Source: an optimization exercise on an open RTL-to-GDS flow (aim: small area). Production flows keep margins and buffers that such runs may drop. In this exercise RTL edits were held to simulation tests only and were not proved equivalent to the original. Power is estimated from default activity; no workload was simulated.

## design.v

```verilog
`default_nettype	none
module axisafety (
		output	reg		o_read_fault,
		output	reg		o_write_fault,
		input	wire		S_AXI_ACLK,
		input	wire		S_AXI_ARESETN,
		output	reg		M_AXI_ARESETN,
		output	wire		comb_aresetn,
		input	wire		ext_resetn,
		output	wire		channel_up,
		input	wire [5:0]	S_AXI_AWID,
		input	wire [27:0]	S_AXI_AWADDR,
		input	wire [7:0]	S_AXI_AWLEN,
		input	wire [2:0]	S_AXI_AWSIZE,
		input	wire [1:0]	S_AXI_AWBURST,
		input	wire		S_AXI_AWLOCK,
		input	wire [3:0]	S_AXI_AWCACHE,
		input	wire [2:0]	S_AXI_AWPROT,
		input	wire [3:0]	S_AXI_AWQOS,
		input	wire		S_AXI_AWVALID,
		output	reg		S_AXI_AWREADY,
		input	wire [31:0]	S_AXI_WDATA,
		input	wire [3:0]	S_AXI_WSTRB,
		input	wire		S_AXI_WLAST,
		input	wire		S_AXI_WVALID,
		output	reg		S_AXI_WREADY,
		output	wire [5:0]	S_AXI_BID,
		output	reg [1:0]	S_AXI_BRESP,
		output	reg		S_AXI_BVALID,
		input	wire		S_AXI_BREADY,
		input	wire [5:0]	S_AXI_ARID,
		input	wire [27:0]	S_AXI_ARADDR,
		input	wire [7:0]	S_AXI_ARLEN,
		input	wire [2:0]	S_AXI_ARSIZE,
		input	wire [1:0]	S_AXI_ARBURST,
		input	wire		S_AXI_ARLOCK,
		input	wire [3:0]	S_AXI_ARCACHE,
		input	wire [2:0]	S_AXI_ARPROT,
		input	wire [3:0]	S_AXI_ARQOS,
		input	wire		S_AXI_ARVALID,
		output	reg		S_AXI_ARREADY,
		output	wire [5:0]	S_AXI_RID,
		output	reg [31:0]	S_AXI_RDATA,
		output	reg [1:0]	S_AXI_RRESP,
		output	wire		S_AXI_RLAST,
		output	reg		S_AXI_RVALID,
		input	wire		S_AXI_RREADY,
		output	reg [5:0]	M_AXI_AWID,
		output	reg [27:0]	M_AXI_AWADDR,
		output	reg [7:0]	M_AXI_AWLEN,
		output	reg [2:0]	M_AXI_AWSIZE,
		output	reg [1:0]	M_AXI_AWBURST,
		output	reg		M_AXI_AWLOCK,
		output	reg [3:0]	M_AXI_AWCACHE,
		output	reg [2:0]	M_AXI_AWPROT,
		output	reg [3:0]	M_AXI_AWQOS,
		output	reg		M_AXI_AWVALID,
		input	wire		M_AXI_AWREADY,
		output	reg [31:0]	M_AXI_WDATA,
		output	reg [3:0]	M_AXI_WSTRB,
		output	reg		M_AXI_WLAST,
		output	reg		M_AXI_WVALID,
		input	wire		M_AXI_WREADY,
		input	wire [5:0]	M_AXI_BID,
		input	wire [1:0]	M_AXI_BRESP,
		input	wire		M_AXI_BVALID,
		output	wire		M_AXI_BREADY,
		output	reg [5:0]	M_AXI_ARID,
		output	reg [27:0]	M_AXI_ARADDR,
		output	reg [7:0]	M_AXI_ARLEN,
		output	reg [2:0]	M_AXI_ARSIZE,
		output	reg [1:0]	M_AXI_ARBURST,
		output	reg		M_AXI_ARLOCK,
		output	reg [3:0]	M_AXI_ARCACHE,
		output	reg [2:0]	M_AXI_ARPROT,
		output	reg [3:0]	M_AXI_ARQOS,
		output	reg		M_AXI_ARVALID,
		input	wire		M_AXI_ARREADY,
		input	wire [5:0]	M_AXI_RID,
		input	wire [31:0]	M_AXI_RDATA,
		input	wire [1:0]	M_AXI_RRESP,
		input	wire		M_AXI_RLAST,
		input	wire		M_AXI_RVALID,
		output	wire		M_AXI_RREADY
	);
	localparam [16:0] TIMER_DONE = 17'h0a8d7;
	localparam [1:0] EXOKAY = 2'b01, SLAVE_ERROR = 2'b10;
	function [63:0] sel(input s, input [63:0] a, input [63:0] b);
		sel = (a & {64{s}}) | (b & {64{!s}});
	endfunction
	reg		faulty_write_return, faulty_read_return;
	reg		clear_fault;
	reg	[16:0]	write_timer, read_timer;
	reg		write_timeout, read_timeout;
	reg		r_wvalid, m_wvalid;
	reg	[31:0]	r_wdata, m_wdata;
	reg	[3:0]	r_wstrb, m_wstrb;
	reg		r_wlast, m_wlast;
	reg		m_bvalid;
	reg	[1:0]	m_bresp;
	reg		r_rvalid, m_rvalid;
	reg	[1:0]	r_rresp, m_rresp;
	reg	[31:0]	r_rdata, m_rdata;
	reg		rfifo_empty;
	wire		rfifo_last, rfifo_penultimate;
	reg		s_wbursts;
	reg		m_wempty;
	wire		m_wlastctr;
	reg		waddr_valid;
	wire		raddr_valid;
	wire		aw_accept = S_AXI_AWVALID && S_AXI_AWREADY;
	wire		ar_accept = S_AXI_ARVALID && S_AXI_ARREADY;
	wire	[5:0]	wfifo_id   = M_AXI_AWID;
	wire		wfifo_lock = M_AXI_AWLOCK;
	wire	[5:0]	rfifo_id   = M_AXI_ARID;
	wire		rfifo_lock = M_AXI_ARLOCK;
	always @(posedge S_AXI_ACLK)
	if (!S_AXI_ARESETN)
		S_AXI_AWREADY <= 0;
	else if (aw_accept)
		S_AXI_AWREADY <= 0;
	else if (clear_fault)
		S_AXI_AWREADY <= 1;
	else if (!S_AXI_AWREADY)
		S_AXI_AWREADY <= S_AXI_BVALID && S_AXI_BREADY;
	always @(posedge S_AXI_ACLK)
	if (!S_AXI_ARESETN)
		waddr_valid <= 0;
	else if (aw_accept)
		waddr_valid <= 1;
	else if (waddr_valid)
		waddr_valid <= !S_AXI_BVALID || !S_AXI_BREADY;
	always @(posedge S_AXI_ACLK)
	if (aw_accept)
	begin
		M_AXI_AWID    <= S_AXI_AWID;
		M_AXI_AWADDR  <= S_AXI_AWADDR;
		M_AXI_AWSIZE  <= S_AXI_AWSIZE;
		M_AXI_AWBURST <= S_AXI_AWBURST;
		M_AXI_AWLOCK  <= S_AXI_AWLOCK;
		M_AXI_AWCACHE <= S_AXI_AWCACHE;
		M_AXI_AWPROT  <= S_AXI_AWPROT;
		M_AXI_AWQOS   <= S_AXI_AWQOS;
	end
	always @(posedge S_AXI_ACLK)
	if (!M_AXI_ARESETN)
		M_AXI_AWVALID <= 0;
	else if (!M_AXI_AWVALID || M_AXI_AWREADY)
		M_AXI_AWVALID <= !o_write_fault && aw_accept;
	always @(posedge S_AXI_ACLK)
	if (!S_AXI_ARESETN)
		s_wbursts <= 0;
	else if (S_AXI_WVALID && S_AXI_WREADY && S_AXI_WLAST)
		s_wbursts <= 1;
	else if (S_AXI_BVALID && S_AXI_BREADY)
		s_wbursts <= 0;
	wire	w_beat = M_AXI_WVALID && M_AXI_WREADY;
	wire	m_aw_hs = M_AXI_AWVALID && M_AXI_AWREADY;
	wire	w_dec = w_beat && (m_aw_hs == m_wempty);
	always @(posedge S_AXI_ACLK)
		M_AXI_AWLEN <= sel(aw_accept, S_AXI_AWLEN, M_AXI_AWLEN
				- (w_dec && S_AXI_ARESETN && !o_write_fault));
	always @(posedge S_AXI_ACLK)
	if (!S_AXI_ARESETN || o_write_fault)
		m_wempty <= 1;
	else if (m_aw_hs || w_dec)
		m_wempty <= w_dec && (M_AXI_AWLEN == 0);
	assign	m_wlastctr = !m_wempty && (M_AXI_AWLEN == 0);
	always @(posedge S_AXI_ACLK)
	if (!S_AXI_ARESETN)
		S_AXI_WREADY <= 0;
	else if (S_AXI_WVALID && S_AXI_WREADY)
	begin
		if (S_AXI_WLAST)
			S_AXI_WREADY <= 0;
		else if (o_write_fault)
			S_AXI_WREADY <= 1;
		else if (!M_AXI_WVALID || M_AXI_WREADY)
			S_AXI_WREADY <= 1;
		else
			S_AXI_WREADY <= 0;
	end else if ((!s_wbursts)&&(waddr_valid)
				&&(o_write_fault || M_AXI_WREADY))
		S_AXI_WREADY <= 1;
	else if (aw_accept)
		S_AXI_WREADY <= 1;
	always @(posedge S_AXI_ACLK)
	if (!S_AXI_ARESETN)
		r_wvalid <= 0;
	else if (!r_wvalid)
		r_wvalid <= (S_AXI_WVALID && S_AXI_WREADY
				&& M_AXI_WVALID && !M_AXI_WREADY);
	else if (o_write_fault || M_AXI_WREADY || !M_AXI_ARESETN)
		r_wvalid <= 0;
	wire	[36:0]	w_beat_data = sel(r_wvalid,
				{ r_wdata, r_wstrb, r_wlast },
				{ S_AXI_WDATA, S_AXI_WSTRB, S_AXI_WLAST });
	always @(posedge S_AXI_ACLK)
		{ r_wdata, r_wstrb, r_wlast } <= w_beat_data;
	always @(*)
	if (o_write_fault)
	begin
		m_wvalid = !m_wempty;
		m_wlast  = m_wlastctr;
		m_wstrb  = 0;
	end else begin
		m_wvalid = r_wvalid || (S_AXI_WVALID && S_AXI_WREADY);
		m_wstrb  = w_beat_data[4:1];
		m_wlast  = w_beat_data[0];
	end
	always @(*)
		m_wdata = w_beat_data[36:5];
	always @(posedge S_AXI_ACLK)
	if (!M_AXI_ARESETN)
		M_AXI_WVALID <= 0;
	else if (!M_AXI_WVALID || M_AXI_WREADY)
		M_AXI_WVALID <= m_wvalid;
	always @(posedge S_AXI_ACLK)
	if (!M_AXI_WVALID || M_AXI_WREADY)
	begin
		M_AXI_WDATA  <= m_wdata;
		M_AXI_WSTRB  <= m_wstrb;
		M_AXI_WLAST  <= m_wlast;
	end
	always @(posedge S_AXI_ACLK)
	if (!S_AXI_ARESETN || !waddr_valid
			|| (!o_write_fault && M_AXI_BVALID) || S_AXI_WREADY)
		write_timer <= 0;
	else
		write_timer <= { write_timer[15:0],
				!(write_timer[16] ^ write_timer[13]) };
	always @(posedge S_AXI_ACLK)
	if (!S_AXI_ARESETN || clear_fault)
		write_timeout <= 0;
	else if (M_AXI_BVALID)
		write_timeout <= write_timeout;
	else if (S_AXI_WVALID && S_AXI_WREADY)
		write_timeout <= write_timeout;
	else if (write_timer == TIMER_DONE)
		write_timeout <= 1;
	always @(*)
	begin
		faulty_write_return = 0;
		if (M_AXI_WVALID && M_AXI_WREADY
				&& M_AXI_AWVALID && !M_AXI_AWREADY)
			faulty_write_return = 1;
		if (M_AXI_BVALID)
		begin
			if (M_AXI_AWVALID || M_AXI_WVALID)
				faulty_write_return = 1;
			if (!m_wempty)
				faulty_write_return = 1;
			if (s_wbursts <= (S_AXI_BVALID ? 1'b1:1'b0))
				faulty_write_return = 1;
			if (M_AXI_BID != wfifo_id)
				faulty_write_return = 1;
			if (M_AXI_BRESP == EXOKAY && !wfifo_lock)
				faulty_write_return = 1;
		end
	end
	always @(posedge S_AXI_ACLK)
	if (!S_AXI_ARESETN || clear_fault)
		o_write_fault <= 0;
	else if ((!M_AXI_ARESETN&&o_read_fault) || write_timeout)
		o_write_fault <= 1;
	else if (M_AXI_BVALID && M_AXI_BREADY)
		o_write_fault <= (o_write_fault) || faulty_write_return;
	else if (M_AXI_WVALID && M_AXI_WREADY
			&& M_AXI_AWVALID && !M_AXI_AWREADY)
		o_write_fault <= 1;
	always @(*)
	if (o_write_fault)
	begin
		m_bvalid = s_wbursts && !S_AXI_BVALID;
		m_bresp  = SLAVE_ERROR;
	end else begin
		m_bvalid = M_AXI_BVALID && !faulty_write_return;
		m_bresp  = M_AXI_BRESP;
	end
	assign M_AXI_BREADY = 1;
	always @(posedge S_AXI_ACLK)
	if (!S_AXI_ARESETN)
		S_AXI_BVALID <= 0;
	else if (!S_AXI_BVALID || S_AXI_BREADY)
		S_AXI_BVALID <= m_bvalid;
	always @(posedge S_AXI_ACLK)
	if (!S_AXI_BVALID || S_AXI_BREADY)
		S_AXI_BRESP  <= m_bresp;
	assign	S_AXI_BID = wfifo_id;
	always @(posedge S_AXI_ACLK)
	if (!S_AXI_ARESETN)
		S_AXI_ARREADY <= 0;
	else if (ar_accept)
		S_AXI_ARREADY <= 0;
	else if (clear_fault)
		S_AXI_ARREADY <= 1;
	else if (!S_AXI_ARREADY)
		S_AXI_ARREADY <= (S_AXI_RVALID && S_AXI_RLAST && S_AXI_RREADY);
	assign	raddr_valid = !rfifo_empty;
	always @(posedge S_AXI_ACLK)
	if (ar_accept)
	begin
		M_AXI_ARID    <= S_AXI_ARID;
		M_AXI_ARADDR  <= S_AXI_ARADDR;
		M_AXI_ARSIZE  <= S_AXI_ARSIZE;
		M_AXI_ARBURST <= S_AXI_ARBURST;
		M_AXI_ARLOCK  <= S_AXI_ARLOCK;
		M_AXI_ARCACHE <= S_AXI_ARCACHE;
		M_AXI_ARPROT  <= S_AXI_ARPROT;
		M_AXI_ARQOS   <= S_AXI_ARQOS;
	end
	always @(posedge S_AXI_ACLK)
	if (!M_AXI_ARESETN)
		M_AXI_ARVALID <= 0;
	else if (!M_AXI_ARVALID || M_AXI_ARREADY)
		M_AXI_ARVALID <= !o_read_fault && ar_accept;
	always @(posedge S_AXI_ACLK)
	if (!S_AXI_ARESETN || clear_fault || rfifo_empty || S_AXI_RVALID
			|| M_AXI_RVALID)
		read_timer <= 0;
	else
		read_timer <= { read_timer[15:0],
				!(read_timer[16] ^ read_timer[13]) };
	always @(posedge S_AXI_ACLK)
	if (!S_AXI_ARESETN || clear_fault)
		read_timeout <= 0;
	else if (rfifo_empty||S_AXI_RVALID)
		read_timeout <= read_timeout;
	else if (M_AXI_RVALID)
		read_timeout <= read_timeout;
	else if (read_timer == TIMER_DONE)
		read_timeout <= 1;
	always @(*)
	begin
		faulty_read_return = 0;
		if (M_AXI_RVALID)
		begin
			if (M_AXI_ARVALID)
				faulty_read_return = 1;
			if (M_AXI_RID != rfifo_id)
				faulty_read_return = 1;
			if (rfifo_last && (S_AXI_RVALID || !M_AXI_RLAST))
				faulty_read_return = 1;
			if (rfifo_penultimate && S_AXI_RVALID && (r_rvalid || !M_AXI_RLAST))
				faulty_read_return = 1;
			if (M_AXI_RRESP == EXOKAY && !rfifo_lock)
				faulty_read_return = 1;
		end
	end
	always @(posedge S_AXI_ACLK)
	if (!S_AXI_ARESETN || clear_fault)
		o_read_fault <= 0;
	else if ((!M_AXI_ARESETN && o_write_fault) || read_timeout)
		o_read_fault <= 1;
	else if (M_AXI_RVALID && (faulty_read_return || !raddr_valid))
		o_read_fault <= 1;
	always @(posedge S_AXI_ACLK)
	if (!S_AXI_ARESETN || o_read_fault)
		r_rvalid <= 0;
	else if (!r_rvalid)
		r_rvalid <= M_AXI_RVALID && S_AXI_RVALID && !S_AXI_RREADY;
	else if (S_AXI_RREADY)
		r_rvalid <= 0;
	wire	[33:0]	r_beat_data = sel(r_rvalid, { r_rdata, r_rresp },
					{ M_AXI_RDATA, M_AXI_RRESP });
	always @(posedge S_AXI_ACLK)
		{ r_rdata, r_rresp } <= r_beat_data;
	assign M_AXI_RREADY = !r_rvalid;
	wire	r_dec = !rfifo_empty && S_AXI_RVALID && S_AXI_RREADY;
	always @(posedge S_AXI_ACLK)
		M_AXI_ARLEN <= sel(ar_accept, S_AXI_ARLEN, M_AXI_ARLEN - r_dec);
	always @(posedge S_AXI_ACLK)
	if (!S_AXI_ARESETN)
		rfifo_empty <= 1;
	else if (ar_accept)
		rfifo_empty <= 0;
	else if (r_dec)
		rfifo_empty <= (M_AXI_ARLEN == 0);
	assign	rfifo_last        = !rfifo_empty && (M_AXI_ARLEN == 0);
	assign	rfifo_penultimate = !rfifo_empty && (M_AXI_ARLEN == 1);
	always @(*)
	if (o_read_fault || !M_AXI_ARESETN)
	begin
		m_rvalid = !rfifo_empty && !(S_AXI_RVALID && rfifo_last);
		m_rresp  = SLAVE_ERROR;
	end else begin
		m_rvalid = r_rvalid
			|| (M_AXI_RVALID && raddr_valid && !faulty_read_return);
		m_rresp  = r_beat_data[1:0];
	end
	always @(*)
		m_rdata = r_beat_data[33:2];
	always @(posedge S_AXI_ACLK)
	if (!S_AXI_ARESETN)
		S_AXI_RVALID <= 0;
	else if (!S_AXI_RVALID || S_AXI_RREADY)
		S_AXI_RVALID <= m_rvalid;
	always @(posedge S_AXI_ACLK)
	if (!S_AXI_RVALID || S_AXI_RREADY)
	begin
		S_AXI_RRESP  <= m_rresp;
		S_AXI_RDATA  <= m_rdata;
	end
	assign	S_AXI_RID = rfifo_id;
	assign	S_AXI_RLAST = rfifo_last;
	reg	[2:0]	ext_resetn_r;
	reg	[9:0]	chup_lfsr;
	wire		chup_ones = &chup_lfsr[8:0];
	always @(posedge S_AXI_ACLK)
		ext_resetn_r <= {ext_resetn_r[1:0], ext_resetn};
	always @(posedge S_AXI_ACLK)
	if (ext_resetn != ext_resetn_r[0])
		chup_lfsr <= 10'h3fe;
	else
		chup_lfsr <= { chup_lfsr[8:0],
			!(chup_lfsr[9] ^ chup_lfsr[6]) || (chup_ones && !chup_lfsr[9]) };
	assign channel_up = ext_resetn_r[0] ^ !(chup_ones && chup_lfsr[9]);
	assign comb_aresetn = M_AXI_ARESETN & ext_resetn_r[2];
	reg	[4:0]	reset_counter;
	reg		r_clear_fault;
	wire		reset_timeout = reset_counter[4];
	always @(posedge S_AXI_ACLK)
	if (!S_AXI_ARESETN)
		M_AXI_ARESETN <= 0;
	else if (clear_fault)
		M_AXI_ARESETN <= 1;
	else if (o_read_fault || o_write_fault)
		M_AXI_ARESETN <= 0;
	always @(posedge S_AXI_ACLK)
	if (M_AXI_ARESETN)
		reset_counter <= 0;
	else if (!reset_timeout)
		reset_counter <= reset_counter+1;
	always @(posedge S_AXI_ACLK)
	if (!S_AXI_ARESETN)
		r_clear_fault <= 1;
	else if (!M_AXI_ARESETN && !reset_timeout)
		r_clear_fault <= 0;
	else if (!o_read_fault && !o_write_fault)
		r_clear_fault <= 0;
	else if (raddr_valid || waddr_valid)
		r_clear_fault <= 0;
	else
		r_clear_fault <= 1;
	always @(*)
	if (S_AXI_AWVALID || S_AXI_ARVALID)
		clear_fault = 0;
	else if (raddr_valid || waddr_valid)
		clear_fault = 0;
	else
		clear_fault = r_clear_fault;
endmodule
```

## flow/run.sh

```bash
#!/bin/bash
# Standard ORFS layout (standard.sh), with these changes:
#  - synthesis maps the logic with an area-oriented ABC script (flow/synth.tcl);
#  - the port buffers are the smallest buffer cell, sky130_fd_sc_hd__buf_1;
#  - clock tree synthesis uses small clock buffers, without dummy loads.
# All of the ORFS tools' output goes to orfs_make.log here, and each step's
# own log stays under orfs/logs/.
set -euo pipefail
export FLOW_WORK="$PWD"
bash standard.sh "SYNTH_SCRIPT=$FLOW_WORK/flow/synth.tcl" \
  "BUFFER_PORTS_ARGS=-buffer_cell sky130_fd_sc_hd__buf_1" \
  "CTS_ARGS=-sink_clustering_enable -repair_clock_nets -sink_clustering_size 6 -sink_clustering_max_diameter 30 -buf_list sky130_fd_sc_hd__clkbuf_2 -dont_use_dummy_load" \
  finish > orfs_make.log 2>&1
```

## flow/abc_area.script

```
strash
dch -f
amap -F 5 -A 5
mfs2
strash
dch -f
amap -F 5 -A 5
```

## flow/synth.tcl

```tcl
# The standard flow's synthesis (synth_recipe.tcl, unchanged), with ABC's technology
# mapping run with an area-oriented script (flow/abc_area.script) in place
# of ORFS's default one.  Registers are mapped before ABC runs, so they
# are the standard synthesis's, with the same names and cells.
proc abc {args} {
  set i [lsearch -exact $args -script]
  if {$i >= 0} {
    lset args [expr {$i + 1}] $::env(FLOW_WORK)/flow/abc_area.script
  }
  yosys abc {*}$args
}
source $::env(FLOW_WORK)/synth_recipe.tcl
```

## standard.sh

```bash
#!/bin/bash
# synth_recipe.tcl (not shown) runs the flow's synth.tcl, then flattens the netlist and writes it again
# the make line also repeats each setting of config.mk as NAME=value (left out here)
make -C /OpenROAD-flow-scripts/flow DESIGN_CONFIG=/design/flow/config.mk WORK_HOME=/design/flow/orfs CLKGATE_MAP_FILE= SYNTH_SCRIPT=/design/flow/synth_recipe.tcl "${@:-finish}"
```

## config.mk

```make
export PLATFORM = sky130hd
export DESIGN_NAME = axisafety
export DESIGN_NICKNAME = axisafety
export VERILOG_FILES = /design/flow/design.v
export SDC_FILE = /design/flow/constraint.sdc
export NUM_CORES = 4
export LEC_CHECK = 0
export CAP_MARGIN = 20
export CORE_MARGIN = 2
export CORE_UTILIZATION = 40
export SLEW_MARGIN = 20
```

## constraint.sdc

```tcl
create_clock -name core_clock -period 10.0 [get_ports {S_AXI_ACLK}]
set_input_delay 2.0000 -clock core_clock [delete_from_list [all_inputs] [get_ports {S_AXI_ACLK}]]
set_output_delay 2.0000 -clock core_clock [all_outputs]
set_load 0.01 [all_outputs]
```

==> results.cfg, run 1 <==
[finish]
post-route-cell-area_um2 = 13200
layout-drive-gt1-share = 0.0700
finalNetCount = 1467
area_growth_pct = 22.2

[floorplan]
start_util = 0.404
die-area_um2 = 28400
ios = 436
die_w_um = 169
core_area_um2 = 26800
die_y_um = 169
row_count = 60

[status]
run_status = finished clean

[logic_synthesis]
syn-instance-count = 737
synth-edff-count = 175
seq_area_frac_synth = 0.779
async_reset_ff_frac = 0
syn_area_um2 = 10800
syn_avg_cell_area_um2 = 14.7
ys_types = 39
ys_seq_elements = 334
synth_warnings = 1
synth-main-ff-cell = edfxtp_1
synth_nets = 960

[clocking]
clkLatencyLatePin_ns = 0.80
cts_hold_buf = 0
cts.path.max_buffers = 3
postCtsSetupRepairBufs = 0
cts_tree = done
htree_levels = 3
clkTransAtPathRegs_ns = 0.11
clock-root-buffer = clkbuf_2
cts.repair.resized = 0
cts_buffers = 76
cts.sinks = 334

[drt]
vias = 7481
initialDrtViolationCount = 275
dr.pass1.iters = 4
vias_per_cell = 4.72
drtAntennaViolNets = 0
drt_wl_total_mm = 25.3
drc = 0
wire_per_inst_um = 16.0

[global_route]
grt_usage = 0.172
grt_start_max_net_pins = 59
antenna_found_initial = 1
grt_pass1_vias = 7687
overflow = 0
grt_pass1_wl_mm = 38.5

[timing]
max_freq_mhz = 239
min_period_ns = 4.18
setup_viol = 0
fin_setup_tns_ns = 0
slew_viol_final = 0
rsz0062_at_grt = false
relSlewSlack = 0.348
fin_crit_sh = 0.418
fin_skew_ns = 0.108
tightest_slew_ns = 0.978
hold_viol_final = 0

[power]
powerDensity_nw_per_um2 = 188
ir_drop_uv = 90.1
power_leakage_nw = 4.50

[placed_design]
portBuffers = 434
dpl_cell_area_um2 = 12800
gp_congestion = 0.822
dp_hpwl_mm = 18.0

[critical_path]
crit_path_end_kind = output port
r2r_slack_ns = 7.73
critPathLaunchType = flop
path_class = reg -> out
cp.arrival_ns = 2.18
worstPathRequired_ns = 8.00
cp_max_fo = 5

[hold_path]
min-delay-path-class = reg -> reg

[job]
maxCapViolations = 0
routing by layer:
metal | GRT usage | part of all wire | vias up
li1 | - | - | 3720
met1 | 0.207 | 0.41 | 3421
met2 | 0.283 | 0.49 | 273
met3 | 0.0519 | 0.068 | 67
met4 | 0.0877 | 0.032 | 0
met5 | 0 | 0 | -
state kept, by name, summed over array words and instances, names as in the netlist, 4 cells and up:
register,flops
M_AXI_ARADDR,28
M_AXI_AWID,6
r_wstrb,4
M_AXI_ARLEN,8
read_timer,17
reset_counter,5
M_AXI_AWLEN,8
M_AXI_WDATA,32
chup_lfsr,10
M_AXI_ARQOS,4
write_timer,17
r_wdata,32
S_AXI_RDATA,32
r_rdata,32
M_AXI_WSTRB,4
M_AXI_AWCACHE,4
M_AXI_ARID,6
M_AXI_AWQOS,4
M_AXI_ARCACHE,4
M_AXI_AWADDR,28
where the power goes:
part	total (W)	internal (W)	leakage [nW]	switching [W]
clock network	0.000639	0.000197	0.316	0.000442
registers	0.00160	0.00154	3.02	0.0000584
logic	0.000254	0.000105	1.16	0.000149
total	0.00249	0.00184	4.50	0.000649
synth_stat cells, types with 2 or more instances:
cell type	number	area (um^2)
nor4_1	10	62.6
nor2b_1	20	125
nor3_1	13	65.1
o22a_1	74	648
a31oi_1	3	18.8
a311oi_1	2	17.5
a211oi_1	5	37.5
o2111ai_1	5	43.8
nand2_1	19	71.3
o21a_1	4	30.0
o21ai_0	14	70.1
o32ai_1	2	17.5
clkinv_1	65	244
nand4_1	6	37.5
o22ai_1	11	68.8
xor2_1	5	43.8
or2_0	12	75.1
a21oi_1	22	110
edfxtp_1	175	5260
or4_1	3	22.5
dfxtp_1	159	3180
nand3_1	10	50.1
buf_4	13	97.6
ha_1	6	75.1
nor2_1	65	244
area by class of cell:
type | count | area (um^2)
Antenna cell | 1 | 2.50
Sequential cell | 334 | 8440
Tap cell | 341 | 427
Fill cell | 2504 | 13600
Clock buffer | 76 | 380
Timing Repair Buffer | 442 | 1690
Multi-Input combinational cell | 325 | 2050
Inverter | 65 | 244
worst max-delay path, stage by stage (launching register included):
cell and delay [ns]:
dfxtp_1 0.36, nor4_1 0.32, nand4_1 0.16, or2_0 0.24, nor2_1 0.13, buf_1 0.21
cell families after synthesis:
kind of cell	count (synthesis)	synth area share
AOI/OAI and AO/OA	152	0.107
xor gates and xnor gates	5	0.00404
adders and majority gates	6	0.00693
buffers and inverters	78	0.0315
DFF	334	0.779
other	1	0.000346
and+or+nand+nor	161	0.0713
layout by cell type, fill, tap and decap left out, types with 6 or more instances in the layout:
cell type  count
a21oi_1       22
buf_1        434
buf_4          8
clkbuf_2      76
clkinv_1      63
dfxtp_1      159
edfxtp_1     175
ha_1           6
nand2_1       19
nand3_1       10
nand4_1        6
nor2_1        65
nor2b_1       20
nor3_1        13
nor4_1        10
o21ai_0       14
o22a_1        74
o22ai_1       11
or2_0         12
path summary, 6_finish.rpt:
path	start	end	depth (start not counted)
setup reg to reg	M_AXI_AWVALID$_SDFFE_PN0P_	M_AXI_AWLEN[7]$_DFF_P_	11
setup / recovery	M_AXI_ARLEN[6]$_DFF_P_	S_AXI_RLAST	5
hold reg to reg	ext_resetn_r[1]$_DFF_P_	ext_resetn_r[2]$_DFF_P_	0
hold / removal	ext_resetn_r[1]$_DFF_P_	ext_resetn_r[2]$_DFF_P_	0
per-stage QoR:
step	total power [W]	setup WS (ns)	utilization	instances	hold WS [ns]
2_1_floorplan	0.00176	5.93	-	737	0.310
3_3_place_gp	0.00188	5.69	0.479	1507	0.311
3_5_place_dp	0.00189	5.62	0.479	1507	0.331
4_1_cts	0.00254	5.67	0.494	1583	0.355
5_1_grt	0.00264	5.55	0.494	1584	0.361
6_report	0.00249	5.82	0.494	1584	0.352
==> run 2, diff against run 1 <==
--- a/flow/run.sh
+++ b/flow/run.sh
@@ -9,5 +9,5 @@
 export FLOW_WORK="$PWD"
 bash standard.sh "SYNTH_SCRIPT=$FLOW_WORK/flow/synth.tcl" \
   "BUFFER_PORTS_ARGS=-buffer_cell sky130_fd_sc_hd__buf_1" \
-  "CTS_ARGS=-sink_clustering_enable -repair_clock_nets -sink_clustering_size 6 -sink_clustering_max_diameter 30 -buf_list sky130_fd_sc_hd__clkbuf_2 -dont_use_dummy_load" \
+  "CTS_ARGS=-sink_clustering_enable -repair_clock_nets -sink_clustering_size 11 -sink_clustering_max_diameter 35 -buf_list sky130_fd_sc_hd__clkbuf_4 -dont_use_dummy_load" \
   finish > orfs_make.log 2>&1
==> run 2 against run 1 <==
Core utilization barely moved. Synthesized area stayed put. Largest cell class unchanged. Setup slack gained 0.15 ns. Critical endpoint unchanged. Sequential share of layout area about the same. Non-clock buffer count is the same. Highest routed layer unchanged.
==> results.cfg, run 2 <==
[placed_design]
portBuffers = 434
dp_hpwl_mm = 18.0
pre_cts_slack_ns = 5.62
gp_congestion = 0.822

[timing]
max_freq_mhz = 248
setup_viol = 0
fin_setup_tns_ns = 0
fin_crit_sh = 0.403
finalWorstSetupSlack_ns = 5.97
hold_viol_final = 0
fin_skew_ns = 0.0508
rsz0062_at_grt = false
tightest_slew_ns = 1.02
relSlewSlack = 0.323
min_period_ns = 4.03
slew_viol_final = 0

[logic_synthesis]
synth_common_cells = 175 x edfxtp_1, 159 x dfxtp_1, 74 x o22a_1
synth_top_family_by_area = compound AO/OA/AOI/OAI gates
yosys.area_share.simple = 0.0713
async_reset_ff_frac = 0
ys_top_cells_by_area = edfxtp_1 49%, dfxtp_1 29%, o22a_1 6.0%
syn_avg_cell_area_um2 = 14.7
synth-edff-count = 175
syn_area_um2 = 10800
synthAdderAreaFrac = 0.00693
yosysTopAreaCell = edfxtp_1
synthXorXnorAreaFrac = 0.00404
synth_compound_area_frac = 0.107
seq_area_frac_synth = 0.779
ys_seq_elements = 334
synth_warnings = 1
synth_nets = 960
synth_mux_area_frac = 0
synth-main-ff-cell = edfxtp_1
yosysMostFrequentCell = edfxtp_1
ys_types = 39
yosys.area.top_type_share = 0.485
syn-instance-count = 737

[floorplan]
die-area_um2 = 28400
start_util = 0.404
core_area_um2 = 26800
die_w_um = 169
ios = 436
die_y_um = 169
row_count = 60

[job]
maxCapViolations = 0

[critical_path]
crit_path_end_kind = output port
path_class = reg -> out
cp.arrival_ns = 2.03
slowest_stage = dfxtp_1
critical_path.cell_chain = nor4_1, nand4_1, or2_0, nor2_1, buf_1
crit_cells = 5
max_stage_delay_ns = 0.35
rr_worst_depth = 7
critical-path-top-delay-family = simple AND/OR/NAND/NOR gates
critPathLaunchType = flop
cp_max_fo = 5
cp_num_buf_inv = 1
worstPathRequired_ns = 8.00

[drt]
drt_wl_total_mm = 25.0
initialDrtViolationCount = 322
vias_per_cell = 4.78
drc = 0
drtAntennaViolNets = 0
vias = 7444
dr.pass1.iters = 7
wire_per_inst_um = 16.1

[global_route]
overflow = 0
grt_start_max_net_pins = 59
grt_pass1_vias = 7478
grt_pass1_wl_mm = 38.0
antenna_found_initial = 1
grt_usage = 0.169

[clocking]
clock-root-buffer = clkbuf_4
cts.repair.resized = 0
htree_levels = 2
clkTransAtPathRegs_ns = 0.08
postCtsSetupRepairBufs = 0
cts_tree = done
cts_hold_buf = 0
cts.path.max_buffers = 3
cts_buffers = 50
clkLatencyLatePin_ns = 0.66
cts.sinks = 334

[power]
ir_drop_uv = 87.4
power_leakage_nw = 4.41
power.total_w = 0.00249
powerDensity_nw_per_um2 = 188

[finish]
finalNetCount = 1441
layout_common_cells = 434 x buf_1, 175 x edfxtp_1, 159 x dfxtp_1, 74 x o22a_1, 65 x nor2_1
layout-drive-gt1-share = 0.0502
area_growth_pct = 22.2
final_common_cell = buf_1

[status]
run_status = finished clean

[hold_path]
worstHoldPathCells = 0
min-delay-path-class = reg -> reg
-- run 2: layout make-up --
cell class | count | area, um^2
fill | 2482 | 13600
sequential | 334 | 8440
multi-input combinational | 325 | 2050
timing repair buffer | 442 | 1690
tap | 341 | 427
clock buffer | 50 | 375
inverter | 65 | 244
antenna | 1 | 2.50
-- run 2: final timing paths --
check                          start                    endpoint  slack, ns
max           M_AXI_ARLEN[6]$_DFF_P_                 S_AXI_RLAST       5.97
min reg2reg  ext_resetn_r[1]$_DFF_P_     ext_resetn_r[2]$_DFF_P_       0.34
min          ext_resetn_r[1]$_DFF_P_     ext_resetn_r[2]$_DFF_P_       0.34
max reg2reg    m_wempty$_SDFFE_PP1P_  o_write_fault$_SDFFE_PP0P_       7.78
-- run 2: cells by family (layout without fill, tap and decap cells) --
| group | count (synthesis) | in the layout |
|---|---|---|
| and+or+nand+nor | 161 | 161 |
| AOI/OAI and AO/OA | 152 | 152 |
| adders and majority gates | 6 | 6 |
| buffers and inverters | 78 | 557 |
| DFF | 334 | 334 |
| xor gates and xnor gates | 5 | 5 |
| other | 1 | 2 |
-- run 2: metal layers --
metal  share of wire  vias to the layer above  track usage
li1                -                     3671            -
met4           0.035                        0       0.0686
met3           0.069                       70       0.0458
met2            0.49                      272        0.284
met1            0.41                     3431        0.208
met5               0                        -            0
-- run 2: per-stage QoR --
step	std cells	hold WS, ns	instance area [um^2]	util
3_3_place_gp	1507	0.311	12800	0.479
5_1_grt	1558	0.359	13200	0.494
6_report	1558	0.341	13200	0.494
4_1_cts	1557	0.352	13200	0.493
2_1_floorplan	737	0.310	10800	-
3_5_place_dp	1507	0.331	12800	0.479
-- run 2: power breakdown --
part           total (W)  internal, W  switching, W
Clock           0.000635     0.000229      0.000406
Sequential       0.00160      0.00154     0.0000583
Combinational   0.000253     0.000105      0.000149
Total            0.00249      0.00187      0.000613
==> run 3, diff against run 2 <==
--- a/flow/run.sh
+++ b/flow/run.sh
@@ -9,5 +9,5 @@
 export FLOW_WORK="$PWD"
 bash standard.sh "SYNTH_SCRIPT=$FLOW_WORK/flow/synth.tcl" \
   "BUFFER_PORTS_ARGS=-buffer_cell sky130_fd_sc_hd__buf_1" \
-  "CTS_ARGS=-sink_clustering_enable -repair_clock_nets -sink_clustering_size 11 -sink_clustering_max_diameter 35 -buf_list sky130_fd_sc_hd__clkbuf_4 -dont_use_dummy_load" \
+  "CTS_ARGS=-sink_clustering_enable -repair_clock_nets -sink_clustering_size 10 -sink_clustering_max_diameter 50 -buf_list sky130_fd_sc_hd__clkbuf_4 -dont_use_dummy_load" \
   finish > orfs_make.log 2>&1
--- a/config.mk
+++ b/config.mk
@@ -7,5 +7,5 @@
 export LEC_CHECK = 0
 export CAP_MARGIN = 20
 export CORE_MARGIN = 2
-export CORE_UTILIZATION = 40
+export CORE_UTILIZATION = 65
 export SLEW_MARGIN = 20
==> run 3 against run 2 <==
Cell count down 8.5%. Still clean. Maximum frequency down 0.65%. Combinational power up 3%. Highest routed layer unchanged. Register-to-register slack about the same. Setup slack worse by 0.026 ns. Critical path type unchanged.
==> results.cfg, run 3 <==
[logic_synthesis]
synth_mux_area_frac = 0
synth_common_cells = 175 x edfxtp_1, 159 x dfxtp_1, 74 x o22a_1
seq_area_frac_synth = 0.779
async_reset_ff_frac = 0
synth_top_family_by_area = compound AO/OA/AOI/OAI gates
synth-main-ff-cell = edfxtp_1
synth_compound_area_frac = 0.107
syn-instance-count = 737
syn_area_um2 = 10800
synth_nets = 960
yosys.area_share.simple = 0.0713
ys_types = 39
ys_top_cells_by_area = edfxtp_1 49%, dfxtp_1 29%, o22a_1 6.0%
synthAdderAreaFrac = 0.00693
syn_avg_cell_area_um2 = 14.7
synthXorXnorAreaFrac = 0.00404
yosys.area.top_type_share = 0.485
yosysMostFrequentCell = edfxtp_1
synth-edff-count = 175
ys_seq_elements = 334
synth_warnings = 1
yosysTopAreaCell = edfxtp_1

[timing]
worst_hold_slack_ns = 0.334
fin_crit_sh = 0.405
tightest_slew_ns = 0.981
hold_viol_final = 0
min_period_ns = 4.05
rsz0062_at_grt = false
fin_skew_ns = 0.0238
relSlewSlack = 0.346
max_freq_mhz = 247
slew_viol_final = 0
fin_setup_tns_ns = 0
setup_viol = 0

[floorplan]
die_w_um = 133
die-area_um2 = 17700
core_area_um2 = 16400
start_util = 0.660
ios = 436
row_count = 47
die_y_um = 133

[power]
clkPwrFrac = 0.234
powerDensity_nw_per_um2 = 186
net-switching-power_w = 0.000604
power_leakage_nw = 4.38
power.total_w = 0.00243
seq_power_share = 0.658
combPwrFrac = 0.108
swShare = 0.249
ir_drop_uv = 138
intPower_w = 0.00182

[finish]
layout_common_cells = 434 x buf_1, 175 x edfxtp_1, 159 x dfxtp_1, 74 x o22a_1, 65 x nor2_1
multiInputGateArea_um2 = 2050
diodes = 0
finalNetCount = 1430
area_growth_pct = 20.5
seq_area_um2 = 8440
final_common_cell = buf_1
fillers = 1089
layout-drive-gt1-share = 0.0415

[clocking]
clock-root-buffer = clkbuf_4
clkLatencyLatePin_ns = 0.63
cts.path.max_buffers = 3
postCtsSetupRepairBufs = 0
htree_levels = 2
cts_buffers = 39
cts.repair.resized = 0
clkTransAtPathRegs_ns = 0.11
cts.sinks = 334
cts_tree = done
cts_hold_buf = 0

[placed_design]
dp_hpwl_mm = 18.7
gp_congestion = 0.904
portBuffers = 434

[global_route]
antenna_found_initial = 0
grt_pass1_vias = 7498
grt_usage = 0.274
overflow = 0
grt_start_max_net_pins = 56
grt_pass1_wl_mm = 37.7

[critical_path]
crit_path_end = S_AXI_RLAST
cp_max_fo = 5
cp.arrival_ns = 2.05
cp-startpoint = M_AXI_ARLEN[6]$_DFF_P_
path_class = reg -> out
r2r_end = o_write_fault$_SDFFE_PP0P_
rr_worst_depth = 7
r2r_slack_ns = 7.79
crit_path_end_kind = output port
critPathLaunchType = flop
worstPathRequired_ns = 8.00
worst_r2r_startpoint = m_wempty$_SDFFE_PP1P_

[hold_path]
min-delay-path-class = reg -> reg

[drt]
drtAntennaViolNets = 0
initialDrtViolationCount = 500
vias = 7614
dr.pass1.iters = 5
vias_per_cell = 5.34
drc = 0
wire_per_inst_um = 17.7
drt_wl_total_mm = 25.2

[job]
maxCapViolations = 0

[status]
run_status = finished clean
## run 3: cell counts after synthesis
Identical to the previous run, type by type.
## run 3: worst min path at each step
stage / cells past startpoint / slack (ns) / end / from
2_1_floorplan: 0 / 0.31 / ext_resetn_r[2]$_DFF_P_ / ext_resetn_r[1]$_DFF_P_
3_3_place_gp: 0 / 0.31 / ext_resetn_r[2]$_DFF_P_ / ext_resetn_r[1]$_DFF_P_
3_5_place_dp: 0 / 0.31 / ext_resetn_r[2]$_DFF_P_ / ext_resetn_r[1]$_DFF_P_
4_1_cts: 0 / 0.33 / ext_resetn_r[2]$_DFF_P_ / ext_resetn_r[1]$_DFF_P_
5_1_grt: 0 / 0.34 / ext_resetn_r[2]$_DFF_P_ / ext_resetn_r[1]$_DFF_P_
6_report: 0 / 0.33 / ext_resetn_r[2]$_DFF_P_ / ext_resetn_r[1]$_DFF_P_
## run 3: metrics by stage
step                      setup WS, ns  cells  area, um^2   util
after floorplan                   5.93    737       10800      -
after global placement            5.81   1383       12700  0.773
after detailed placement          5.76   1385       12700  0.775
after CTS                         5.83   1424       13000  0.793
after global routing              5.75   1425       13000  0.795
final                             5.95   1425       13000  0.795
## run 3: routing by layer
metal | up-vias | share of wire | GRT usage
met3 | 63 | 0.086 | 0.0797
li1 | 3650 | - | -
met1 | 3552 | 0.38 | 0.336
met4 | 0 | 0.028 | 0.0902
met5 | - | 0 | 0
met2 | 349 | 0.51 | 0.469
## run 3: logic make-up after synthesis
kind of cell               after synthesis
and+or+nand+nor                        161
adders and majority gates                6
buffers and inverters                   78
DFF                                    334
AOI/OAI and AO/OA                      152
xor gates and xnor gates                 5
other                                    1
## run 3: area by class of cell
class | instances | share of cell area
clock buffer | 39 | 0.0224
inverter | 65 | 0.0187
tap | 220 | 0.0211
multi-input combinational | 325 | 0.157
sequential | 334 | 0.647
timing repair buffer | 442 | 0.134
## run 3: critical path: stages, from the launching register on
cell	delay (ns)
dfxtp_1	0.36
nor4_1	0.31
nand4_1	0.18
or2_0	0.25
nor2_1	0.13
buf_1	0.19
## run 3: power groups by stage
| stage | Clock (W) | Sequential [W] | Combinational (W) |
|---|---|---|---|
| CTS | 0.000582 | 0.00160 | 0.000263 |
| detailed placement | 0 | 0.00163 | 0.000262 |
| floorplan | 0 | 0.00165 | 0.000115 |
| global placement | 0 | 0.00162 | 0.000253 |
| finish | 0.000569 | 0.00160 | 0.000261 |
| global route | 0.000636 | 0.00161 | 0.000287 |
==> run 4, diff against run 3 <==
--- a/config.mk
+++ b/config.mk
@@ -7,5 +7,5 @@
 export LEC_CHECK = 0
 export CAP_MARGIN = 20
 export CORE_MARGIN = 2
-export CORE_UTILIZATION = 65
+export CORE_UTILIZATION = 40
 export SLEW_MARGIN = 20
==> run 4 against run 3 <==
Clock power rose by 3.7%. Maximum frequency increased by 0.95%. Clock-buffer cell count up 2. Sequential cell count is the same. Hold slack better by 0.016 ns. Sequential power about the same. Non-clock buffer count did not move.
==> results.cfg, run 4 <==
[critical_path]
crit_path_end_kind = output port
worst_r2r_startpoint = M_AXI_AWVALID$_SDFFE_PN0P_
path_class = reg -> out
critPathLaunchType = flop
worstPathRequired_ns = 8.00
cp_max_fo = 5
cp-startpoint = M_AXI_ARLEN[6]$_DFF_P_
cp.arrival_ns = 2.02

[floorplan]
ios = 436
row_count = 60
start_util = 0.404
die-area_um2 = 28400
core_area_um2 = 26800
die_w_um = 169
die_y_um = 169

[logic_synthesis]
ys_top_cells_by_area = edfxtp_1 49%, dfxtp_1 29%, o22a_1 6.0%
syn-instance-count = 737
yosysTopAreaCell = edfxtp_1
yosysMostFrequentCell = edfxtp_1
synth-edff-count = 175
synth_nets = 960
synth-main-ff-cell = edfxtp_1
seq_area_frac_synth = 0.779
syn_area_um2 = 10800
yosys.area.top_type_share = 0.485
synth_warnings = 1
ys_types = 39
ys_seq_elements = 334
syn_avg_cell_area_um2 = 14.7
async_reset_ff_frac = 0
synth_common_cells = 175 x edfxtp_1, 159 x dfxtp_1, 74 x o22a_1

[timing]
finalWorstSetupSlack_ns = 5.98
tightest_slew_ns = 1.01
hold_viol_final = 0
fin_setup_tns_ns = 0
fin_skew_ns = 0.0353
fin_crit_sh = 0.402
rsz0062_at_grt = false
max_freq_mhz = 249
min_period_ns = 4.02
setup_viol = 0
slew_viol_final = 0
relSlewSlack = 0.327

[hold_path]
min-delay-path-class = reg -> reg
hp-start = ext_resetn_r[1]$_DFF_P_

[clocking]
clkLatencyLatePin_ns = 0.64
cts.repair.resized = 0
cts_hold_buf = 0
clock-root-buffer = clkbuf_4
clkTransAtPathRegs_ns = 0.10
cts.path.max_buffers = 3
htree_levels = 2
cts_tree = done
cts_buffers = 41
postCtsSetupRepairBufs = 0
cts.sinks = 334

[global_route]
grt_usage = 0.169
grt_pass1_vias = 7434
overflow = 0
antenna_found_initial = 1
grt_start_max_net_pins = 59
grt_pass1_wl_mm = 38.0

[finish]
final_common_cell = buf_1
layout_common_cells = 434 x buf_1, 175 x edfxtp_1, 159 x dfxtp_1, 74 x o22a_1, 65 x nor2_1
finalNetCount = 1432
post-route-cell-area_um2 = 13200
fin_cells = 1549
area_growth_pct = 21.5
layout-drive-gt1-share = 0.0431

[drt]
dr.pass1.iters = 4
drc = 0
vias_per_cell = 4.77
vias = 7396
drtAntennaViolNets = 0
initialDrtViolationCount = 315
wire_per_inst_um = 16.2
drt_wl_total_mm = 25.1

[placed_design]
dp_cells = 1507
portBuffers = 434
dpl_cell_area_um2 = 12800
dp_hpwl_mm = 18.0
pre_cts_slack_ns = 5.62
gp_congestion = 0.822

[power]
power_leakage_nw = 4.37
powerDensity_nw_per_um2 = 185
ir_drop_uv = 89.3

[status]
run_status = finished clean

[job]
maxCapViolations = 0
-- run 4: cell counts after synthesis --
No cell type changed its count.
-- run 4: cell type report --
| class | count | area [um^2] |
|---|---|---|
| multi-input cells | 325 | 2050 |
| repair buffers | 442 | 1690 |
| flip-flops and latches | 334 | 8440 |
| well taps | 341 | 427 |
| inverters | 65 | 244 |
| fillers | 2484 | 13600 |
| clock buffers | 41 | 308 |
| diodes | 1 | 2.50 |
-- run 4: routing by layer --
| layer | global-route usage | vias to the layer above | wire, um |
|---|---|---|---|
| met3 | 0.0428 | 68 | 1590 |
| met4 | 0.0723 | 0 | 889 |
| li1 | - | 3647 | - |
| met2 | 0.285 | 256 | 12200 |
| met1 | 0.209 | 3425 | 10400 |
| met5 | 0 | - | 0 |
-- run 4: critical path, stage by stage (launching register included) --
cell,delay (ns)
dfxtp_1,0.35
nor4_1,0.32
nand4_1,0.16
or2_0,0.24
nor2_1,0.13
buf_1,0.20
-- run 4: kinds of logic (layout without fill, tap and decap cells) --
family                     count (synthesis)  after routing  synth area share
adders and majority gates                  6              6           0.00693
and+or+nand+nor                          161            161            0.0713
other                                      1              2          0.000346
DFF                                      334            334             0.779
buffers and inverters                     78            548            0.0315
AOI/OAI and AO/OA                        152            152             0.107
xor gates and xnor gates                   5              5           0.00404
-- run 4: path summary, 6_finish.rpt --
| path | endpoint | slack (ns) | cells after the start |
|---|---|---|---|
| worst max-delay path | S_AXI_RLAST | 5.98 | 5 |
| worst min-delay path | ext_resetn_r[2]$_DFF_P_ | 0.35 | 0 |
| worst max register to register | M_AXI_AWLEN[7]$_DFF_P_ | 7.70 | 11 |
| worst min register to register | ext_resetn_r[2]$_DFF_P_ | 0.35 | 0 |
-- run 4: stage by stage --
| step | total power, W | hold WS (ns) | util |
|---|---|---|---|
| final | 0.00244 | 0.351 | 0.491 |
| after CTS | 0.00248 | 0.354 | 0.491 |
| after detailed placement | 0.00189 | 0.331 | 0.479 |
| after global routing | 0.00257 | 0.360 | 0.491 |
| after floorplan | 0.00176 | 0.310 | - |
| after global placement | 0.00188 | 0.311 | 0.479 |
-- run 4: power breakdown --
group	leakage (nW)	internal, W	switching [W]
registers	3.02	0.00154	0.0000583
clock network	0.189	0.000190	0.000400
logic	1.16	0.000105	0.000149
total	4.37	0.00183	0.000608
==> run 5, diff against run 4 <==
--- a/design.v
+++ b/design.v
@@ -158,8 +158,7 @@
 	wire	m_aw_hs = M_AXI_AWVALID && M_AXI_AWREADY;
 	wire	w_dec = w_beat && (m_aw_hs == m_wempty);
 	always @(posedge S_AXI_ACLK)
-		M_AXI_AWLEN <= sel(aw_accept, S_AXI_AWLEN, M_AXI_AWLEN
-				- (w_dec && S_AXI_ARESETN && !o_write_fault));
+		M_AXI_AWLEN <= sel(aw_accept, S_AXI_AWLEN, M_AXI_AWLEN - w_dec);
 	always @(posedge S_AXI_ACLK)
 	if (!S_AXI_ARESETN || o_write_fault)
 		m_wempty <= 1;
@@ -314,17 +313,23 @@
 		M_AXI_ARVALID <= 0;
 	else if (!M_AXI_ARVALID || M_AXI_ARREADY)
 		M_AXI_ARVALID <= !o_read_fault && ar_accept;
+	wire	any_fault = o_read_fault || o_write_fault;
 	always @(posedge S_AXI_ACLK)
-	if (!S_AXI_ARESETN || clear_fault || rfifo_empty || S_AXI_RVALID
-			|| M_AXI_RVALID)
+	if (!S_AXI_ARESETN || clear_fault || (M_AXI_ARESETN
+			&& (rfifo_empty || S_AXI_RVALID || M_AXI_RVALID
+				|| any_fault)))
 		read_timer <= 0;
 	else
 		read_timer <= { read_timer[15:0],
 				!(read_timer[16] ^ read_timer[13]) };
 	always @(posedge S_AXI_ACLK)
-	if (!S_AXI_ARESETN || clear_fault)
+	if (!S_AXI_ARESETN || clear_fault || (M_AXI_ARESETN && any_fault))
 		read_timeout <= 0;
-	else if (rfifo_empty||S_AXI_RVALID)
+	else if (!M_AXI_ARESETN)
+	begin
+		if (read_timer[14])
+			read_timeout <= 1;
+	end else if (rfifo_empty||S_AXI_RVALID)
 		read_timeout <= read_timeout;
 	else if (M_AXI_RVALID)
 		read_timeout <= read_timeout;
@@ -416,9 +421,8 @@
 			!(chup_lfsr[9] ^ chup_lfsr[6]) || (chup_ones && !chup_lfsr[9]) };
 	assign channel_up = ext_resetn_r[0] ^ !(chup_ones && chup_lfsr[9]);
 	assign comb_aresetn = M_AXI_ARESETN & ext_resetn_r[2];
-	reg	[4:0]	reset_counter;
 	reg		r_clear_fault;
-	wire		reset_timeout = reset_counter[4];
+	wire		reset_timeout = read_timeout;
 	always @(posedge S_AXI_ACLK)
 	if (!S_AXI_ARESETN)
 		M_AXI_ARESETN <= 0;
@@ -427,11 +431,6 @@
 	else if (o_read_fault || o_write_fault)
 		M_AXI_ARESETN <= 0;
 	always @(posedge S_AXI_ACLK)
-	if (M_AXI_ARESETN)
-		reset_counter <= 0;
-	else if (!reset_timeout)
-		reset_counter <= reset_counter+1;
-	always @(posedge S_AXI_ACLK)
 	if (!S_AXI_ARESETN)
 		r_clear_fault <= 1;
 	else if (!M_AXI_ARESETN && !reset_timeout)
==> flow/abc_area.script (replaced) <==
&get -n
&st
&dch -f
&nf -R 1000 -a
&put
mfs2
strash
dch -f
amap -F 5 -A 5
--- a/config.mk
+++ b/config.mk
@@ -7,5 +7,5 @@
 export LEC_CHECK = 0
 export CAP_MARGIN = 20
 export CORE_MARGIN = 2
-export CORE_UTILIZATION = 40
+export CORE_UTILIZATION = 30
 export SLEW_MARGIN = 20
==> run 5 against run 4 <==
Synthesized area is 1.8% lower. Die area rose by 30%. Non-clock buffer count is 2 higher. Global-route usage down 3.0 points. Critical path type unchanged.
==> results.cfg, run 5 <==
[status]
run_status = finished clean

[global_route]
grt_pass1_wl_mm = 39.1
grt_pass1_vias = 7286
met3_usage = 0.0460
grt_start_max_net_pins = 62
groute.layer.met2.usage = 0.232
grt_usage = 0.139
gr-usage-met1 = 0.163
top_usage_layer = met2
overflow = 0
antenna_found_initial = 4

[timing]
slew_viol_final = 0
fin_crit_sh = 0.417
relSlewSlack = 0.480
finalWorstSetupSlack_ns = 5.83
setup_viol = 0
tightest_slew_ns = 0.780
min_period_ns = 4.17
hold_viol_final = 0
fin_skew_ns = 0.123
fin_setup_tns_ns = 0
rsz0062_at_grt = false
max_freq_mhz = 240

[logic_synthesis]
yosysTopAreaCell = edfxtp_1
syn_area_um2 = 10600
async_reset_ff_frac = 0
ys_seq_elements = 329
ys_top_cells_by_area = edfxtp_1 49%, dfxtp_1 29%, o22a_1 5.8%
syn-instance-count = 724
synth_nets = 945
synth-main-ff-cell = edfxtp_1
yosys.area.top_type_share = 0.494
ys_types = 34
yosysMostFrequentCell = edfxtp_1
synth_common_cells = 175 x edfxtp_1, 154 x dfxtp_1, 71 x o22a_1
synth-edff-count = 175
seq_area_frac_synth = 0.784
syn_avg_cell_area_um2 = 14.7
synth_warnings = 1

[clocking]
cts.path.max_buffers = 3
cts_hold_buf = 0
cts_buffers = 43
cts_tree = done
postCtsSetupRepairBufs = 0
clkTransAtPathRegs_ns = 0.11
clkLatencyLatePin_ns = 0.76
cts.repair.resized = 0
htree_levels = 2
cts.sinks = 329
clock-root-buffer = clkbuf_4

[placed_design]
dpl_cell_area_um2 = 12800
pre_cts_slack_ns = 6.02
dp_hpwl_mm = 19.5
portBuffers = 434
gp_congestion = 0.810

[critical_path]
rr_worst_depth = 8
critical_path.cell_chain = nor4_1, nand3_1, nor3_1, buf_1
cp_max_fo = 6
max_stage_delay_ns = 0.41
path_class = reg -> out
crit_path_end_kind = output port
critPathLaunchType = flop
slowest_stage = nor4_1
r2r_slack_ns = 7.84
cp.arrival_ns = 2.17
worstPathRequired_ns = 8.00

[floorplan]
ios = 436
die_y_um = 192
start_util = 0.306
row_count = 68
core_area_um2 = 34700
die_w_um = 192
die-area_um2 = 37000

[drt]
drt_wl_total_mm = 26.9
drc = 0
vias_per_cell = 4.43
wire_per_inst_um = 16.2
dr.pass1.iters = 4
drtAntennaViolNets = 0
initialDrtViolationCount = 299
vias = 7348

[job]
maxCapViolations = 0

[finish]
layout_common_cells = 434 x buf_1, 175 x edfxtp_1, 154 x dfxtp_1, 71 x o22a_1, 59 x nor2_1
fillers = 3473
post-route-cell-area_um2 = 13100
layout-drive-gt1-share = 0.0459
area_growth_pct = 23.6
final_common_cell = buf_1
postLayoutCoreUtil = 0.379
finalNetCount = 1421

[power]
powerDensity_nw_per_um2 = 179
ir_drop_uv = 85.0
power_leakage_nw = 4.35

[hold_path]
min-delay-path-class = reg -> reg
worstHoldPathCells = 0
-- run 5: per-layer routing --
layer  up-vias  wire length, um
met1      3416            10700
met2       250            13300
met4         2              856
met3        63             1990
li1       3617                -
met5         -               13
-- run 5: critical path, delay by kind of cell, from the launching register on --
family | cells | cell delay, ns
simple gates | 3 | 0.87
flops | 1 | 0.37
buf+inv | 1 | 0.23
-- run 5: cell type report --
| class | instances | area (um^2) | area share |
|---|---|---|---|
| sequential | 329 | 8340 | 0.634 |
| timing repair buffer | 444 | 1700 | 0.130 |
| inverter | 57 | 214 | 0.0163 |
| tap | 455 | 569 | 0.0433 |
| clock buffer | 43 | 323 | 0.0246 |
| multi-input combinational | 325 | 1980 | 0.151 |
| antenna | 5 | 12.5 | 0.000952 |
-- run 5: power by group --
group / leakage [nW] / internal [W] / total [W] / switching, W
clock network: 0.198 / 0.000198 / 0.000607 / 0.000409
registers: 2.98 / 0.00150 / 0.00154 / 0.0000401
logic: 1.17 / 0.0000818 / 0.000204 / 0.000122
total: 4.35 / 0.00177 / 0.00235 / 0.000571
-- run 5: stage by stage --
stage          hold WS (ns)  instances  power [W]
2_1_floorplan         0.310        724    0.00167
3_3_place_gp          0.313       1610    0.00177
3_5_place_dp          0.319       1610    0.00177
4_1_cts               0.364       1653    0.00240
5_1_grt               0.372       1656    0.00247
6_report              0.364       1658    0.00235
-- run 5: final timing paths --
check	end	startpoint
min reg2reg	ext_resetn_r[1]$_DFF_P_	ext_resetn_r[0]$_DFF_P_
max	S_AXI_RLAST	M_AXI_ARLEN[5]$_DFF_P_
min	ext_resetn_r[1]$_DFF_P_	ext_resetn_r[0]$_DFF_P_
max reg2reg	S_AXI_RVALID$_SDFFE_PN0P_	r_rvalid$_SDFF_PP0_
-- run 5: cells by family (layout without fill, tap and decap cells) --
logic type               after synthesis  after routing  synth area share
AO/OA/AOI/OAI                        152            152             0.105
buffers and inverters                 70            544            0.0293
flip-flops                           329            329             0.784
other                                  1              6          0.000353
AND/OR/NAND/NOR                      167            167            0.0754
adder cells (fa/ha/maj)                4              4           0.00471
XOR/XNOR                               1              1          0.000824
==> run 6, diff against run 5 <==
==> flow/abc_area.script (replaced) <==
strash
dch -f
amap -F 5 -A 5
mfs2
strash
dch -f
amap -F 5 -A 5
--- a/config.mk
+++ b/config.mk
@@ -8,4 +8,5 @@
 export CAP_MARGIN = 20
 export CORE_MARGIN = 2
 export CORE_UTILIZATION = 30
+export GPL_TIMING_DRIVEN = 0
 export SLEW_MARGIN = 20
==> run 6 against run 5 <==
Still clean. Clock-buffer cell count grew 1. Clock skew fell by 0.053 ns. Setup slack worse by 0.20 ns. Synthesized area rose by 0.18%. Cell count rose by 0.36%. Core utilization is 0.055 points lower. Sequential power hardly changed. Total power increased by 0.71%. Non-clock buffer count is 9 higher. Register-to-register slack lost 0.37 ns. Critical endpoint unchanged.
==> results.cfg, run 6 <==
[critical_path]
critical_path.cell_chain = clkinv_1, nand4_1, nor4_1, nand2_1, nor2_1, buf_1
cp_num_buf_inv = 2
cp_max_fo = 4
crit_path_end_kind = output port
max_stage_delay_ns = 0.62
slowest_stage = nor4_1
path_class = reg -> out
critPathLaunchType = flop
cp.arrival_ns = 2.38
worstPathRequired_ns = 8.00
critical-path-top-delay-family = simple AND/OR/NAND/NOR gates

[drt]
initialDrtViolationCount = 328
drc = 0
vias_per_cell = 4.44
drtAntennaViolNets = 0
wire_per_inst_um = 16.7
vias = 7386
drt_wl_total_mm = 27.7
dr.pass1.iters = 4

[power]
powerDensity_nw_per_um2 = 177
ir_drop_uv = 99.7
power_leakage_nw = 4.39

[floorplan]
die_y_um = 192
core_area_um2 = 35200
die-area_um2 = 37000
row_count = 69
ios = 436
start_util = 0.302
die_w_um = 192

[global_route]
grt_pass1_vias = 7252
grt_pass1_wl_mm = 40.0
grt_usage = 0.143
grt_start_max_net_pins = 49
overflow = 0
antenna_found_initial = 2

[logic_synthesis]
synth_warnings = 1
yosysTopAreaCell = edfxtp_1
synth_nets = 938
synthXorXnorAreaFrac = 0.00493
ys_seq_elements = 329
yosys.area.top_type_share = 0.493
ys_types = 41
ys_top_cells_by_area = edfxtp_1 49%, dfxtp_1 29%, o22a_1 6.1%
synth_top_family_by_area = compound AO/OA/AOI/OAI gates
yosysMostFrequentCell = edfxtp_1
synth_compound_area_frac = 0.103
yosys.area_share.simple = 0.0723
async_reset_ff_frac = 0
syn-instance-count = 717
syn_area_um2 = 10700
synthAdderAreaFrac = 0.00470
synth_common_cells = 175 x edfxtp_1, 154 x dfxtp_1, 74 x o22a_1
seq_area_frac_synth = 0.783
syn_avg_cell_area_um2 = 14.9
synth_mux_area_frac = 0
synth-main-ff-cell = edfxtp_1
synth-edff-count = 175

[clocking]
clkLatencyLatePin_ns = 0.73
postCtsSetupRepairBufs = 0
cts.sinks = 329
cts.repair.resized = 0
htree_levels = 2
clock-root-buffer = clkbuf_4
cts.path.max_buffers = 3
cts_tree = done
cts_buffers = 44
clkTransAtPathRegs_ns = 0.10
cts_hold_buf = 0

[timing]
hold_viol_final = 0
fin_skew_ns = 0.0702
max_freq_mhz = 229
setup_viol = 0
tightest_slew_ns = 0.808
fin_setup_tns_ns = 0
fin_crit_sh = 0.438
relSlewSlack = 0.456
min_period_ns = 4.38
rsz0062_at_grt = false
slew_viol_final = 0

[job]
maxCapViolations = 0

[placed_design]
portBuffers = 434
gp_congestion = 0.839
dp_hpwl_mm = 20.6
dp_cells = 1618

[finish]
fin_cells = 1664
area_growth_pct = 25.0
finalNetCount = 1424
final_common_cell = buf_1
fillers = 3484
layout-drive-gt1-share = 0.0600
layout_common_cells = 434 x buf_1, 175 x edfxtp_1, 152 x dfxtp_1, 74 x o22a_1, 60 x clkinv_1

[status]
run_status = finished clean

[hold_path]
min-delay-path-class = reg -> reg
run 6: cell count changes after synthesis, moves of 3 or more:
cell,before,now
a21oi_1,26,18
o22a_1,71,74
nand3_1,9,6
clkinv_1,57,65
o21ai_0,21,13
xor2_1,1,5
or3_1,2,6
nand2_1,29,19
run 6: through the flow:
stage / utilization / hold slack [ns] / area, um^2 / setup slack [ns] / total power, W
after floorplan: - / 0.310 / 10700 / 5.78 / 0.00167
after global placement: 0.365 / 0.310 / 12900 / 4.35 / 0.00178
after detailed placement: 0.369 / 0.317 / 13000 / 5.91 / 0.00178
after CTS: 0.378 / 0.341 / 13300 / 5.37 / 0.00241
after global routing: 0.378 / 0.346 / 13300 / 5.25 / 0.00249
final: 0.378 / 0.336 / 13300 / 5.62 / 0.00236
run 6: layout make-up:
cell class	instances	area (um^2)	area share
inverter	65	250	0.0188
clock buffer	44	330	0.0248
timing repair buffer	440	1740	0.130
buffer	13	97.6	0.00733
multi-input combinational	310	1980	0.149
sequential	329	8340	0.626
tap	461	577	0.0433
antenna	2	5.00	0.000376
run 6: power breakdown:
group          switching (W)  internal, W
Sequential         0.0000461      0.00149
Clock               0.000415     0.000202
Combinational       0.000120    0.0000848
Total               0.000581      0.00178
run 6: final timing paths:
| check | startpoint | end | slack, ns | cells past startpoint |
|---|---|---|---|---|
| worst max-delay path | M_AXI_ARLEN[2]$_DFF_P_ | S_AXI_RLAST | 5.62 | 6 |
| worst min-delay path | ext_resetn_r[1]$_DFF_P_ | ext_resetn_r[2]$_DFF_P_ | 0.34 | 0 |
| worst max register to register | o_write_fault$_SDFFE_PP0P_ | o_write_fault$_SDFFE_PP0P_ | 7.47 | 5 |
| worst min register to register | ext_resetn_r[1]$_DFF_P_ | ext_resetn_r[2]$_DFF_P_ | 0.34 | 0 |
run 6: worst register-to-register path, delay by kind of cell (launching register included):
| kind | cells | cell delay, ns |
|---|---|---|
| simple gates | 4 | 1.57 |
| flops | 1 | 0.58 |
| compound gates | 1 | 0.28 |
run 6: metal layers:
| metal | GRT usage | wire (um) |
|---|---|---|
| met1 | 0.167 | 11300 |
| met2 | 0.247 | 13600 |
| met3 | 0.0471 | 2260 |
| met4 | 0.0487 | 565 |
| met5 | 0 | 0 |
run 6: kinds of logic (layout without fill, tap and decap cells):
kind of cell             after synthesis  count (layout)
other                                  1               3
flip-flops                           329             329
adder cells (fa/ha/maj)                4               4
AO/OA/AOI/OAI                        142             142
XOR/XNOR                               6               6
AND/OR/NAND/NOR                      157             157
buffers and inverters                 78             562

## what the ideal ports hide
In the flow no input, the clock included, has a driving cell. The finished layouts below were timed again as built, in two steps.
Step 1 assumes that a clkbuf_16 drives the clock port and a buf_2 every other input.
Step 2, shift: input delay + t, output delay - t, t = (earliest + latest rising clock arrival at the registers) / 2. This alone moves slack from input paths to output paths.
a / b / c = no drivers / after step 1 / after step 2; a / b = the first two.
run	t (ns)	setup slack, ns	worst hold slack (ns)	latest minus earliest clock arrival (ns)	pins driven straight from the clock port
run 1	0.789	5.818 / 5.776 / 5.634	0.352 / 0.352 / 0.352	0.133 / 0.133	1
run 2	0.687	5.973 / 5.928 / 5.694	0.341 / 0.341 / 0.341	0.057 / 0.058	1
run 3	0.650	5.947 / 5.919 / 5.691	0.334 / 0.334 / 0.334	0.037 / 0.038	1
run 4	0.662	5.985 / 5.942 / 5.562	0.351 / 0.351 / 0.351	0.049 / 0.050	1
run 5	0.739	5.827 / 5.785 / 6.102	0.364 / 0.364 / 0.364	0.124 / 0.124	1
run 6	0.740	5.624 / 5.579 / 5.890	0.336 / 0.336 / 0.336	0.071 / 0.071	1
After both steps every run listed still meets setup and hold. For run 4, which loses most, drivers alone change the setup slack by -0.043 ns; drivers and shift together by -0.423 ns.
